What follows belongs to an exercise in optimizing a design on an open flow for small area; a production flow would make more cautious choices. Function was checked by simulation only, so behaviour that the tests miss may differ from the original. The flow treats the clock pin as an ideal source. Dropping or thinning the clock tree relies on that and would not hold on a real chip. Power and IR drop assume default switching activity.

== nickel ==
==> module lcd16x2_ctrl, before the edit <==
module lcd16x2_ctrl #(
    parameter integer CLK_PERIOD_NS = 20   
)(
    input  logic        clk,
    input  logic        rst,
    output logic        lcd_e,
    output logic        lcd_rs,
    output logic        lcd_rw,
    output logic [7:4]  lcd_db,
    input  logic [127:0] line1_buffer,   
    input  logic [127:0] line2_buffer
);
    localparam logic [17:0] INV = 18'h15555;
    logic [17:0] r;
    wire  [17:0] s = r ^ INV;
    localparam logic [7:0] QINV = 8'h02;
    logic [7:0]  q;
    logic        bus, lo, line, wr;
    logic [3:0]  ptr;
    assign {bus, lo, line, wr, ptr} = q ^ QINV;
    wire is_pre  = ~wr & ~ptr[3] & ptr[2] & ptr[1];
    wire is_cfg5 = ~wr & ptr[2] & ~ptr[1] &  ptr[0];
    wire is_cfg4 = ~wr & ptr[2] & ~ptr[1] & ~ptr[0];
    wire is_cfg0 = ~wr & ~ptr[2] & ~ptr[1] & ~ptr[0];
    wire d_21      = (s[1] & s[14]);
    wire d_52      = (s[10] & ~s[14] & s[15]);
    wire d_2002    = (s[0] & ~s[2] & s[3] & s[4] & s[5] & s[10] & ~s[14] & ~s[15]);
    wire d_205002  = (~s[1] & ~s[2] & s[3] & s[4] & s[5] & s[6] & s[7] & s[8] & ~s[9] & s[10] & ~s[11] & ~s[12] & ~s[13] & s[14] & ~s[15] & s[16] & s[17]);
    wire d_2004    = (~s[0] & s[1] & s[7] & ~s[11] & s[12] & s[14] & ~s[16] & ~s[17]);
    wire d_5004    = (~s[0] & s[1] & s[2] & ~s[3] & ~s[5] & s[8] & s[12] & s[13] & s[14]);
    wire d_82004   = (~s[0] & s[1] & ~s[3] & s[4] & s[5] & s[6] & ~s[7] & s[8] & s[10] & s[12] & ~s[13] & ~s[14] & s[15] & ~s[17]);
    wire d_2       = (s[0]);
    logic term;
    always_comb begin
        if (bus)            term = d_21;                   
        else if (!lo) begin                                
            if (is_cfg5)      term = d_205002;
            else if (is_cfg4) term = d_2002;
            else              term = d_52;
        end else begin                                     
            if (is_pre)       term = d_2;
            else if (is_cfg5) term = d_5004;
            else if (is_cfg0) term = d_82004;
            else              term = d_2004;
        end
    end
    wire ld  = rst | term;
    wire adv = term & ~bus & lo;           
    wire sel = ~wr & ptr[3];               
    always_ff @(posedge clk) begin
        r    <= (ld ? 18'd0 : {s[16:0], ~(s[17] ^ s[10])}) ^ INV;
        q    <= {bus_n, lo_n, line_n, wr_n, ptr_n} ^ QINV;
    end
    logic       bus_n, lo_n, line_n, wr_n;
    logic [3:0] ptr_n;
    always_comb begin
        bus_n  = ~rst & (bus ^ term);
        lo_n   = rst | (lo ^ (term & ~bus));
        line_n = line;
        wr_n   = wr;
        ptr_n  = ptr;
        if (rst) begin
            line_n = 1'b0;
            wr_n   = 1'b0;
            ptr_n  = 4'd6;
        end else if (adv) begin
            wr_n = sel | (wr & (ptr != 4'd0));
            if (!sel) ptr_n = ptr - 4'd1;
            if (wr && ptr == 4'd0) line_n = ~line;
        end
    end
    logic [3:0] cmd;
    assign cmd[3] = lo ? (ptr[0] & ~ptr[2])          : ptr[3];
    assign cmd[2] = lo ? ((ptr[0] ^ ptr[1]) & ~ptr[2]) : line;
    assign cmd[1] = ~ptr[3] & (ptr[2] | (ptr[1] & (lo ^ ptr[0])));
    assign cmd[0] = ~ptr[3] & (lo ? (ptr[2] & ptr[0]) | ~(ptr[2] | ptr[1] | ptr[0]) : ptr[2]);
    lcd16x2_ctrl_nib u_nib (
        .line1_buffer(line1_buffer), .line2_buffer(line2_buffer),
        .line(line), .ptr(ptr),
        .sel_lo_n(~(bus & wr & lo)), .sel_hi_n(~(bus & wr & ~lo)),
        .cmd_n({4{~(bus & ~wr)}} | ~cmd),
        .db(lcd_db)
    );
    assign lcd_rw = 1'b0;
    assign lcd_e  = bus & (s[3] | s[5]);
    assign lcd_rs = bus & wr;
endmodule
clock: 20.0 ns
lec_check: 0
cap_margin: 20
core_margin: 2
core_utilization: 40
slew_margin: 20
buffer_ports_args: -buffer_cell sky130_fd_sc_hd__buf_1
cts_args: -sink_clustering_enable -repair_clock_nets -dont_use_dummy_load
post_cts_tcl: /design/flow/flow/single_clkbuf.tcl
standard.sh (not shown) runs the stock make flow with config.mk's settings and CLKGATE_MAP_FILE= SYNTH_SCRIPT=/design/flow/synth_recipe.tcl, a recipe that flattens the netlist after the stock synthesis.
==> flow/flow/run.sh <==
#!/bin/bash
# Layout flow: the standard ORFS flow (standard.sh) with these changes:
#  - synthesis (own_synth.tcl) is the standard flow's synthesis script with the character
#    mux module (lcd16x2_ctrl_nib) kept apart until mapping. ABC maps that
#    module with abc_nib.script, which keeps its gate structure, and the top
#    module with each abc_ctl*.script in turn, keeping the smallest result.
#    The design is then flattened and renamed as synth_recipe.tcl does.
#    Yosys's adder mapping (ADDER_MAP_FILE) is off, so ABC maps the counters
#    too, and the buffer on the constant output lcd_rw is a buf_1;
#  - the port buffers are the smallest buffer cell (buf_1);
#  - clock tree: CTS with the arguments in cts_args.txt, then replaced by one
#    clkbuf_16 that drives every register (single_clkbuf.tcl, the POST_CTS_TCL
#    hook).
# The standard synthesis is also run (in orfs_std/) and its registers are
# compared with ours: same instance names and cell types, or the flow stops.
# Each tool's output goes to its own log here: std_synth.log, own_synth.log,
# standard.log (and ORFS's per-step logs under orfs/logs/).
set -euo pipefail
W=$(pwd)
F=$W/flow
R=orfs/results/$FLOW_PLATFORM/lcd16x2_ctrl/base
echo 'export BUFFER_PORTS_ARGS = -buffer_cell sky130_fd_sc_hd__buf_1' >> config.mk
if [[ -f $F/cts_args.txt ]]; then echo "export CTS_ARGS = $(cat $F/cts_args.txt)" >> config.mk; fi
if [[ -f $F/single_clkbuf.tcl ]]; then echo "export POST_CTS_TCL = $F/single_clkbuf.tcl" >> config.mk; fi

mk=$(grep '^make ' standard.sh)
own=$(echo "$mk" | sed -e "s#SYNTH_SCRIPT=[^ ]*#SYNTH_SCRIPT=$F/own_synth.tcl SYNTH_HIERARCHICAL=1 ADDER_MAP_FILE= MIN_BUF_CELL_AND_PORTS='sky130_fd_sc_hd__buf_1 A X'#" -e 's#"${@:-finish}"#synth#')
std=$(echo "$mk" | sed -e "s#WORK_HOME=[^ ]*#WORK_HOME=$W/orfs_std#" -e 's#"${@:-finish}"#synth#')

# standard synthesis, for its register list
eval "$std" > std_synth.log 2>&1
# own synthesis, into the work folder the rest of the flow uses
export OWN_ABC_DIR=$F
eval "$own" > own_synth.log 2>&1

regs() { grep -oE '^ *sky130_fd_sc_hd__(df|edf|sdf|dl)[a-z0-9_]+ +[^ ]+' "$1" | awk '{print $1, $2}' | sort; }
regs orfs_std/results/$FLOW_PLATFORM/lcd16x2_ctrl/base/1_2_yosys.v > regs_std.txt
regs $R/1_2_yosys.v > regs_own.txt
if ! cmp -s regs_std.txt regs_own.txt; then
  echo "register mismatch between standard and own synthesis" >&2
  diff regs_std.txt regs_own.txt >&2 || true
  exit 1
fi
echo "registers match: $(wc -l < regs_own.txt)"

bash standard.sh > standard.log 2>&1
Other scripts of this flow, unchanged in this note and not shown: flow/flow/abc_ctl1.script, flow/flow/abc_ctl2.script, flow/flow/abc_ctl3.script, flow/flow/abc_ctl4.script, flow/flow/abc_ctl5.script, flow/flow/abc_ctl6.script, flow/flow/abc_ctl7.script, flow/flow/abc_ctl8.script, flow/flow/abc_ctl9.script, flow/flow/abc_ctla.script, flow/flow/abc_ctlb.script, flow/flow/abc_nib.script, flow/flow/cts_args.txt, flow/flow/own_synth.tcl, flow/flow/single_clkbuf.tcl
nickel has completed all stages; timing, DRC and antenna checks passed.
--- input diff nickel..lagoon ---
--- a/flow/design.v
+++ b/flow/design.v
@@ -8,56 +8,57 @@
     output logic        lcd_rw,
     output logic [7:4]  lcd_db,
     input  logic [127:0] line1_buffer,   
     input  logic [127:0] line2_buffer
 );
-    localparam logic [17:0] INV = 18'h15555;
-    logic [17:0] r;
-    wire  [17:0] s = r ^ INV;
-    localparam logic [7:0] QINV = 8'h02;
+    localparam logic [16:0] INV = 17'h15555;
+    logic [16:0] r;
+    wire  [16:0] s = r ^ INV;
+    localparam logic [7:0] QINV = 8'h00;
     logic [7:0]  q;
     logic        bus, lo, line, wr;
     logic [3:0]  ptr;
     assign {bus, lo, line, wr, ptr} = q ^ QINV;
     wire is_pre  = ~wr & ~ptr[3] & ptr[2] & ptr[1];
     wire is_cfg5 = ~wr & ptr[2] & ~ptr[1] &  ptr[0];
     wire is_cfg4 = ~wr & ptr[2] & ~ptr[1] & ~ptr[0];
     wire is_cfg0 = ~wr & ~ptr[2] & ~ptr[1] & ~ptr[0];
-    wire d_21      = (s[1] & s[14]);
-    wire d_52      = (s[10] & ~s[14] & s[15]);
-    wire d_2002    = (s[0] & ~s[2] & s[3] & s[4] & s[5] & s[10] & ~s[14] & ~s[15]);
-    wire d_205002  = (~s[1] & ~s[2] & s[3] & s[4] & s[5] & s[6] & s[7] & s[8] & ~s[9] & s[10] & ~s[11] & ~s[12] & ~s[13] & s[14] & ~s[15] & s[16] & s[17]);
-    wire d_2004    = (~s[0] & s[1] & s[7] & ~s[11] & s[12] & s[14] & ~s[16] & ~s[17]);
-    wire d_5004    = (~s[0] & s[1] & s[2] & ~s[3] & ~s[5] & s[8] & s[12] & s[13] & s[14]);
-    wire d_82004   = (~s[0] & s[1] & ~s[3] & s[4] & s[5] & s[6] & ~s[7] & s[8] & s[10] & s[12] & ~s[13] & ~s[14] & s[15] & ~s[17]);
+    wire d_21      = (s[2] & s[15]);
+    wire d_52      = (s[0] & s[5] & s[11]);
+    wire d_2002    = (~s[1] & ~s[2] & s[5] & ~s[6] & s[7] & s[12] & ~s[14] & s[15]);
+    wire d_102501  = (s[0] & ~s[1] & ~s[2] & ~s[3] & s[4] & s[5] & s[7] & s[8] & s[10] & s[11] & s[12] & s[13] & ~s[14] & s[15] & ~s[16]);
+    wire d_2004    = (~s[4] & ~s[5] & s[7] & s[9] & ~s[10] & s[11] & s[13] & ~s[15]);
+    wire d_5004    = (s[2] & ~s[4] & ~s[5] & s[7] & s[9] & ~s[10] & s[11] & s[13] & s[14]);
+    wire d_82004   = (s[0] & ~s[1] & ~s[2] & s[3] & s[4] & ~s[6] & s[7] & s[9] & ~s[10] & ~s[11] & ~s[12] & s[13] & s[14] & ~s[15]);
     wire d_2       = (s[0]);
     logic term;
     always_comb begin
         if (bus)            term = d_21;                   
         else if (!lo) begin                                
-            if (is_cfg5)      term = d_205002;
+            if (is_cfg5)      term = d_102501;    
             else if (is_cfg4) term = d_2002;
             else              term = d_52;
         end else begin                                     
             if (is_pre)       term = d_2;
             else if (is_cfg5) term = d_5004;
             else if (is_cfg0) term = d_82004;
             else              term = d_2004;
         end
     end
+    wire half = ~bus & ~lo & is_cfg5 & ~line;
     wire ld  = rst | term;
     wire adv = term & ~bus & lo;           
     wire sel = ~wr & ptr[3];               
     always_ff @(posedge clk) begin
-        r    <= (ld ? 18'd0 : {s[16:0], ~(s[17] ^ s[10])}) ^ INV;
+        r    <= (ld ? 17'd0 : {s[15:0], ~(s[16] ^ s[10])}) ^ INV;
         q    <= {bus_n, lo_n, line_n, wr_n, ptr_n} ^ QINV;
     end
     logic       bus_n, lo_n, line_n, wr_n;
     logic [3:0] ptr_n;
     always_comb begin
-        bus_n  = ~rst & (bus ^ term);
-        lo_n   = rst | (lo ^ (term & ~bus));
+        bus_n  = ~rst & (bus ^ (term & ~half));
+        lo_n   = rst | (lo ^ (term & ~bus & ~half));
         line_n = line;
         wr_n   = wr;
         ptr_n  = ptr;
         if (rst) begin
             line_n = 1'b0;
@@ -65,10 +66,12 @@
             ptr_n  = 4'd6;
         end else if (adv) begin
             wr_n = sel | (wr & (ptr != 4'd0));
             if (!sel) ptr_n = ptr - 4'd1;
             if (wr && ptr == 4'd0) line_n = ~line;
+        end else if (term & ~bus & ~lo & is_cfg5) begin
+            line_n = ~line;
         end
     end
     logic [3:0] cmd;
     assign cmd[3] = lo ? (ptr[0] & ~ptr[2])          : ptr[3];
     assign cmd[2] = lo ? ((ptr[0] ^ ptr[1]) & ~ptr[2]) : line;
[summary]
Between nickel and lagoon, synthesized-area fraction occupied by ao, oa, aoi and oai cells increased. Any difference in cell count between lagoon and nickel is small enough to ignore. | worst hold slack | lagoon vs nickel | worse |. In the flow results for nickel and lagoon, the final clock period utilization by the worst path is smaller on nickel. As far as final setup violation count goes, lagoon and nickel are indistinguishable; the numbers are identical. lagoon drops fewer vias than nickel. Fraction of power consumed by the clock network, nickel and lagoon, lower one = lagoon.
In every run of this note, the design's own scripts or RTL, not TritonCTS, make the clock network.

## re-timing with driven ports
The flow's constraints put no driver on any port. The routed layouts listed below were extracted and timed again, unchanged, in two steps. Step 1: set_driving_cell puts a clkbuf_16 on clk and a buf_2 on each other input, an assumption about the parent block. Step 2 also shifts input and output timing later by t, the mid clock arrival at the registers, as if the neighbouring blocks saw the same clock. a / b / c = no drivers / after step 1 / after step 2; a / b = the first two.
run	t, ns	slack for setup (ns)	worst slew at a driven data input, ns	pins driven straight from the clock port
nickel	0.190	10.644 / 10.620 / 10.620	0.09	1
lagoon	0.190	10.607 / 10.567 / 10.567	0.09	1
After both steps setup and hold are still met in every run listed. For lagoon, which loses most, drivers alone change the setup slack by -0.040 ns; drivers and shift together by -0.040 ns.
